Background: an optimization exercise with open tools, aiming at small area. Do not read the settings as production practice. In this exercise RTL edits were held to simulation tests only and were not proved equivalent to the original. The flow treats the clock pin as an ideal source, which a real chip does not have. Power is estimated from default activity; no workload was simulated.

## old
Design fp16_sum, start of the top module:
module fp16_sum(input wire clk,input wire [15:0] num1,num2,output reg [15:0] out);
Size in the first run: about 480 cells after synthesis, ~49 I/O pins, about 3800 µm² of cells after synthesis.
Settings: LEC_CHECK=0, ABC_AREA=1, CAP_MARGIN=20, CORE_MARGIN=2, CORE_UTILIZATION=70, GPL_TIMING_DRIVEN=0, SLEW_MARGIN=20; clock period 4.5 ns.
standard.sh (not shown) runs the stock make flow with config.mk's settings and CLKGATE_MAP_FILE= SYNTH_SCRIPT=/design/flow/synth_recipe.tcl, a recipe that flattens the netlist after the stock synthesis.
==> flow/flow/run.sh <==
#!/bin/bash
# The standard layout with these changes:
#  - synthesis maps with flow/abc.script and without the adder cell step;
#  - the port buffers are plain buf_1 cells;
#  - clock tree synthesis inserts no dummy loads;
#  - after clock tree synthesis, logic cells are downsized where timing allows
#    (flow/post_cts.tcl), and the global-route step recovers power (RECOVER_POWER).
set -euo pipefail
here=$(pwd)
inner=$(grep -o 'SYNTH_SCRIPT=[^ ]*' standard.sh | head -1 | cut -d= -f2-)
export OWN_INNER_SYNTH=$inner
export OWN_ABC_SCRIPT=$here/flow/abc.script
export BUFFER_PORTS_ARGS="-buffer_cell sky130_fd_sc_hd__buf_1"
export CTS_ARGS="-sink_clustering_enable -repair_clock_nets -dont_use_dummy_load"
export RECOVER_POWER=100
export POST_CTS_TCL=$here/flow/post_cts.tcl
sed "s#SYNTH_SCRIPT=[^ ]*#SYNTH_SCRIPT=$here/flow/synth.tcl ADDER_MAP_FILE=#" standard.sh > own.sh
bash own.sh > flow.log 2>&1
==> flow/flow/synth.tcl <==
# The standard flow's synthesis script, with our own ABC script for the technology
# mapping (the registers and their names are unchanged).
proc abc {args} {
  set i [lsearch -exact $args -script]
  if {$i >= 0} { lset args [expr {$i + 1}] $::env(OWN_ABC_SCRIPT) }
  yosys abc {*}$args
}
source $::env(OWN_INNER_SYNTH)
Other scripts of this flow, unchanged in this note and not shown: flow/flow/abc.script, flow/flow/downsize.tcl, flow/flow/post_cts.tcl
old: all stages complete, timing, DRC and antenna checks passed
### old -> new
- CORE_UTILIZATION changed from 70 to 55
--- a/flow/flow/run.sh
+++ b/flow/flow/run.sh
@@ -12,2 +12,3 @@
 export OWN_ABC_SCRIPT=$here/flow/abc.script
+export OWN_ABC_AREA_SCRIPT=$here/flow/abc_area.script
 export BUFFER_PORTS_ARGS="-buffer_cell sky130_fd_sc_hd__buf_1"
==> flow/flow/abc_area.script (new file) <==
strash
dch -f
map -a
strash
dch -f
map -a
topo
stime -c
buffer -c
upsize -c
dnsize -c
==> flow/flow/synth.tcl <==
# The standard flow's synthesis script, with our own ABC scripts for the technology
# mapping (the registers and their names are unchanged): the logic fed by
# the input ports is mapped for delay with flow/abc.script, the rest for
# area with flow/abc_area.script.
proc abc {args} {
  set i [expr {[lsearch -exact $args -script] + 1}]
  set a $args
  set b $args
  lset a $i $::env(OWN_ABC_SCRIPT)
  lset b $i $::env(OWN_ABC_AREA_SCRIPT)
  yosys select -set own_in i:* i:clk %d {%co*:-sky130_fd_sc_hd__dfxtp_1[D]}
  yosys select -set own_in_cells @own_in c:* %i t:sky130_fd_sc_hd__dfxtp_1 %d
  yosys abc {*}$a @own_in_cells
  yosys select -set own_rest c:* t:sky130_fd_sc_hd__* %d
  yosys abc {*}$b @own_rest
  yosys select -clear
}
source $::env(OWN_INNER_SYNTH)
--- outcome ---
Post-synthesis cell type count in new is about 26% above old.
In new relative to old, global-route wire length before repair had gone down by a little under 10%.
In new, worst supply voltage drop on vdd is lower than in old.
Between old and new, slew at the pin closest to its max-slew limit decreased.
The number of antenna-violating nets in the routed design was comparable across new and old.


Setup of red:
The RTL this note starts from:
==> flow/design.v <==
`default_nettype none
module fp16_sum(input wire clk,input wire [15:0] num1,num2,output reg [15:0] out);
	localparam K = 7;
	function automatic [12:0] radd12(input [11:0] a, input [11:0] b, input ci);
		integer k;
		reg c;
		begin
			c = ci;
			for (k = 0; k < 12; k = k + 1) begin
				radd12[k] = a[k] ^ b[k] ^ c;
				c = (a[k] & b[k]) | (c & (a[k] ^ b[k]));
			end
			radd12[12] = c;
		end
	endfunction
	function automatic gt10(input [9:0] a, input [9:0] b);
		integer k;
		reg g;
		begin
			g = 1'b0;
			for (k = 0; k < 10; k = k + 1)
				g = (a[k] & ~b[k]) | (~(a[k] ^ b[k]) & g);
			gt10 = g;
		end
	endfunction
	wire [4:0]  e1   = num1[14:10];
	wire [4:0]  e2   = num2[14:10];
	wire [12:0] a12  = radd12({7'd0, e1}, {7'h7f, ~e2}, 1'b1);    
	wire [12:0] a21  = radd12({7'd0, e2}, {7'h7f, ~e1}, 1'b1);    
	wire        egt  = ~a12[12];                    
	wire        eeq  = e1 == e2;
	wire [4:0]  d    = egt ? a21[4:0] : a12[4:0];
	wire        swap = egt | (eeq & gt10(num2[9:0], num1[9:0]));    
	wire [9:0]  bm   = swap ? num2[9:0] : num1[9:0];
	wire [9:0]  sm   = swap ? num1[9:0] : num2[9:0];
	wire [10:0] sn   = {1'b1, sm} >> d;
	wire        sub  = num1[15] ^ num2[15];
	wire [12:0] lsum = radd12({{(12-K){1'b0}}, bm[K-1:0]}, {{(12-K){1'b0}}, sn[K-1:0] ^ {K{sub}}}, sub);
	reg        r1_sign, r1_sub;
	reg [4:0]  r1_exp;
	reg [9:K]  r1_bm;
	reg [10:K] r1_sn;
	reg [K:0]  r1_lo;        
	always @(posedge clk) begin
		r1_sign <= swap ? num2[15] : num1[15];
		r1_sub  <= sub;
		r1_exp  <= egt ? e2 : e1;
		r1_bm   <= bm[9:K];
		r1_sn   <= sn[10:K];
		r1_lo   <= lsum[K:0];
	end
	wire [12:0] ps  = radd12({{(K+1){1'b0}}, 1'b1, r1_bm}, {{(K+1){1'b0}}, r1_sn ^ {(11-K){r1_sub}}}, r1_lo[K]);
	wire [11:0] pre = {ps[11-K] ^ r1_sub, ps[10-K:0], r1_lo[K-1:0]};
	reg  [3:0]  p;
	integer i;
	always @* begin
		p = 4'd0;
		for (i = 0; i < 12; i = i + 1)
			if (pre[i]) p = i;
	end
	wire [11:0] x  = {pre[11:2], pre[1:0] & {2{~r1_sub}}};
	wire [11:0] xs = x << (4'd11 - p);
	wire        nz = |pre;
	wire [12:0] ee = radd12({7'd0, r1_exp}, {8'd0, p} + 12'hff6, 1'b0);
	wire [4:0]  re = nz ? ee[4:0] : 5'd0;
	wire [9:0]  rm = xs[10:1];
	reg [15:0] s2, s3, s4;
	always @(posedge clk) begin
		s2  <= {r1_sign, re, rm};
		s3  <= s2;
		s4  <= s3;
		out <= s4;
	end
endmodule
clock: 4.5 ns
lec_check: 0
abc_area: 1
cap_margin: 20
core_margin: 2
core_utilization: 55
gpl_timing_driven: 0
slew_margin: 20
==> flow/flow/run.sh <==
#!/bin/bash
# The standard layout with these changes:
#  - synthesis maps with flow/abc.script and without the adder cell step;
#  - the port buffers are plain buf_1 cells;
#  - clock tree synthesis inserts no dummy loads.
set -euo pipefail
here=$(pwd)
inner=$(grep -o 'SYNTH_SCRIPT=[^ ]*' standard.sh | head -1 | cut -d= -f2-)
export OWN_INNER_SYNTH=$inner
export OWN_ABC_SCRIPT=$here/flow/abc.script
export BUFFER_PORTS_ARGS="-buffer_cell sky130_fd_sc_hd__buf_1"
export CTS_ARGS="-sink_clustering_enable -repair_clock_nets -dont_use_dummy_load"
export RECOVER_POWER=100
sed "s#SYNTH_SCRIPT=[^ ]*#SYNTH_SCRIPT=$here/flow/synth.tcl ADDER_MAP_FILE=#" standard.sh > own.sh
bash own.sh > flow.log 2>&1
==> flow/flow/abc.script <==
strash
dch -f
map -D 3400 -B 0.2
strash
dch -f
map -D 3400 -B 0.2
topo
==> flow/flow/synth.tcl <==
# The standard flow's synthesis script, with our own ABC script for the technology
# mapping (the registers and their names are unchanged).
proc abc {args} {
  set i [lsearch -exact $args -script]
  if {$i >= 0} { lset args [expr {$i + 1}] $::env(OWN_ABC_SCRIPT) }
  yosys abc {*}$args
}
source $::env(OWN_INNER_SYNTH)
#### Input delta (blue over red)
==> flow/flow/run.sh <==
#!/bin/bash
# The standard layout with three changes:
#  - synthesis maps with flow/abc.script and without the adder cell step;
#  - the port buffers are plain buf_1 cells.
set -euo pipefail
here=$(pwd)
inner=$(grep -o 'SYNTH_SCRIPT=[^ ]*' standard.sh | head -1 | cut -d= -f2-)
export OWN_INNER_SYNTH=$inner
export OWN_ABC_SCRIPT=$here/flow/abc.script
export BUFFER_PORTS_ARGS="-buffer_cell sky130_fd_sc_hd__buf_1"
export CTS_ARGS="-sink_clustering_enable -repair_clock_nets -dont_use_dummy_load"
sed "s#SYNTH_SCRIPT=[^ ]*#SYNTH_SCRIPT=$here/flow/synth.tcl ADDER_MAP_FILE=#" standard.sh > own.sh
bash own.sh > flow.log 2>&1
==> flow/flow/abc.script <==
strash
&get -n
&deepsyn -T 30
&put
dch -f
map -a
topo
stime -c
buffer -c
upsize -c
dnsize -c
Results
From the logs: blue reached the end of the flow and failed the layout checks with negative setup slack. sky130_fd_sc_hd__maj3_2 as the cell with the biggest individual delay on the critical path was reported by blue, and sky130_fd_sc_hd__a32o_1 by red. Of blue and red, the run reporting the higher via count normalized by instance count was blue. blue vs red on adder-cell share of the synthesized area: blue is the higher one. met2 track demand over resource in global routing ended up 4.4 points higher on blue than on red. Compared blue vs red, and area after synthesis is up in blue. Summary: with red as the reference, synthesized area per cell in blue moved up by a few percent. [compare] base=red new=blue: met3 routing resource usage after global routing now sits higher; wire length after detailed routing went up.
### blue -> green
==> flow/flow/run.sh <==
#!/bin/bash
# The standard layout with these changes:
#  - synthesis maps with flow/abc.script and without the adder cell step;
#  - the port buffers are plain buf_1 cells;
#  - clock tree synthesis inserts no dummy loads.
set -euo pipefail
here=$(pwd)
inner=$(grep -o 'SYNTH_SCRIPT=[^ ]*' standard.sh | head -1 | cut -d= -f2-)
export OWN_INNER_SYNTH=$inner
export OWN_ABC_SCRIPT=$here/flow/abc.script
export BUFFER_PORTS_ARGS="-buffer_cell sky130_fd_sc_hd__buf_1"
export CTS_ARGS="-sink_clustering_enable -repair_clock_nets -dont_use_dummy_load"
export RECOVER_POWER=100
sed "s#SYNTH_SCRIPT=[^ ]*#SYNTH_SCRIPT=$here/flow/synth.tcl ADDER_MAP_FILE=#" standard.sh > own.sh
bash own.sh > flow.log 2>&1
==> flow/flow/abc.script <==
strash
dch -f
map -D 3400 -B 0.2
strash
dch -f
map -D 3400 -B 0.2
topo
stime -c
dnsize -c
--- outcome ---
green has completed all stages; timing, DRC and antenna checks passed.
Max worst setup margin across green and blue: green
Between green and blue, the core utilization is lower for green.
When the final numbers for green and blue were put side by side, the post-synthesis simple-gate area fraction turned out to be smaller in green.
blue → green: peak ir drop on the vdd network rose by about 130%; core footprint decreased by about 1.7% relative to the old numbers.
On global-route wire length before repair, blue loses to green.
From blue to green the numbers moved as follows: met3 capacity usage during global routing dropped 0.29 points; via count decreased 178; setup fix buffers added after clock tree synthesis now sits lower; worst hold slack roughly the same.
Going from blue to green, the overall global routing resource usage was found to have gone down by 1.2 points.
Here is what was changed in the inputs of orange compared with green.
-- flow/flow/run.sh --
<<< green, line 12
export CTS_ARGS="-sink_clustering_enable -repair_clock_nets -dont_use_dummy_load"
export RECOVER_POWER=100
sed "s#SYNTH_SCRIPT=[^ ]*#SYNTH_SCRIPT=$here/flow/synth.tcl ADDER_MAP_FILE=#" standard.sh > own.sh
bash own.sh > flow.log 2>&1
>>> orange, line 12
export CTS_ARGS="-sink_clustering_enable -repair_clock_nets -dont_use_dummy_load"
export RECOVER_POWER=100
export POST_CTS_TCL=$here/flow/post_cts.tcl
sed "s#SYNTH_SCRIPT=[^ ]*#SYNTH_SCRIPT=$here/flow/synth.tcl ADDER_MAP_FILE=#" standard.sh > own.sh
bash own.sh > flow.log 2>&1
-- flow/flow/abc.script --
<<< green, line 7
topo
stime -c
dnsize -c
>>> orange, line 7
topo
stime -c
buffer -c
upsize -c
dnsize -c
==> flow/flow/downsize.tcl (new file) <==
# Area recovery: give each logic cell the smallest drive strength of its
# function that keeps setup slack above a margin and adds no slew,
# capacitance or fanout violation. Registers keep their cell type.
proc own_cell_area {lib_cell_name} {
  set m [[ord::get_db] findMaster $lib_cell_name]
  return [expr {[$m getWidth] * [$m getHeight]}]
}
proc own_downsize {margin} {
  estimate_parasitics -placement
  puts "area recovery: setup slack before [sta::worst_slack_cmd max]"
  set v0 [expr {[sta::max_slew_violation_count] + [sta::max_capacitance_violation_count] + [sta::max_fanout_violation_count]}]
  set saved 0
  set n 0
  foreach inst [get_cells *] {
    if {[catch {get_name [get_lib_cells -of_objects $inst]} cur]} { continue }
    if {![regexp {^(sky130_fd_sc_hd__[a-z0-9]+)_([0-9]+)$} $cur -> base drv]} { continue }
    if {[regexp {dfxtp|dfrtp|clkbuf|clkinv|tap|fill|decap|conb|dly} $base]} { continue }
    set best $cur
    set cands {}
    foreach lc [get_lib_cells ${base}_*] { lappend cands [get_name $lc] }
    foreach cand [lsort -dictionary $cands] {
      if {![regexp {^sky130_fd_sc_hd__[a-z0-9]+_([0-9]+)$} $cand -> cdrv]} { continue }
      if {$cdrv >= $drv} { continue }
      if {[own_cell_area $cand] >= [own_cell_area $best]} { continue }
      if {[[[ord::get_db] findMaster $cand] getWidth] > [[[ord::get_db] findMaster $cur] getWidth]} { continue }
      replace_cell $inst $cand
      set ok [expr {[sta::worst_slack_cmd max] >= $margin * 1e-9}]
      if {$ok} {
        set v [expr {[sta::max_slew_violation_count] + [sta::max_capacitance_violation_count] + [sta::max_fanout_violation_count]}]
        set ok [expr {$v <= $v0}]
      }
      if {$ok} {
        set saved [expr {$saved + [own_cell_area $best] - [own_cell_area $cand]}]
        set best $cand
        incr n
        break
      }
      replace_cell $inst $best
    }
  }
  puts "area recovery: $n cells downsized, [expr {$saved / 1e6}] um^2 saved, setup slack [sta::worst_slack_cmd max]"
}
==> flow/flow/post_cts.tcl (new file) <==
# After clock tree synthesis: area recovery by downsizing logic cells.
source [file join [file dirname [info script]] downsize.tcl]
own_downsize 0.4
Each of the runs, namely green and orange, reached the end of the flow and came out clean.
green and orange ended up with nearly the same power per cell area.
Taking green as the reference, in orange I/O pin count ~0 delta, final area fell 2.6%, count of non-CTS buffers in the layout shows a reduction of 2, fraction of the core area covered by cells at the end of the flow down 5.3 points.
Mapped cell area (orange vs. green) increases by a few percent

## what the ideal ports hide
Ports are ideal in the flow. The routed layouts listed here were re-timed in OpenROAD. Step 1: set_driving_cell puts a clkbuf_16 on clk and a buf_2 on each other input, an assumption about the parent block. Step 2, shift: input delay + t, output delay - t, t = (earliest + latest rising clock arrival at the registers) / 2. This alone moves slack from input paths to output paths. Three values: ideal, step 1, step 2; two values: the first two.
run | t, ns | setup WS [ns] | worst setup path at the end
old | 0.360 | 0.426 / 0.432 / 0.072 | input to register
new | 0.352 | 0.442 / 0.448 / 0.096 | input to register
red | 0.357 | 0.236 / 0.242 / -0.116 | input to register
blue | 0.365 | -1.304 / -1.322 / -1.687 | input to register
green | 0.360 | 0.275 / 0.280 / -0.080 | input to register
orange | 0.357 | 0.403 / 0.411 / 0.055 | input to register
With both steps, setup timing fails in red and green, where it was met with ideal ports. For blue, which loses most, drivers alone change the setup slack by -0.018 ns; drivers and shift together by -0.383 ns.
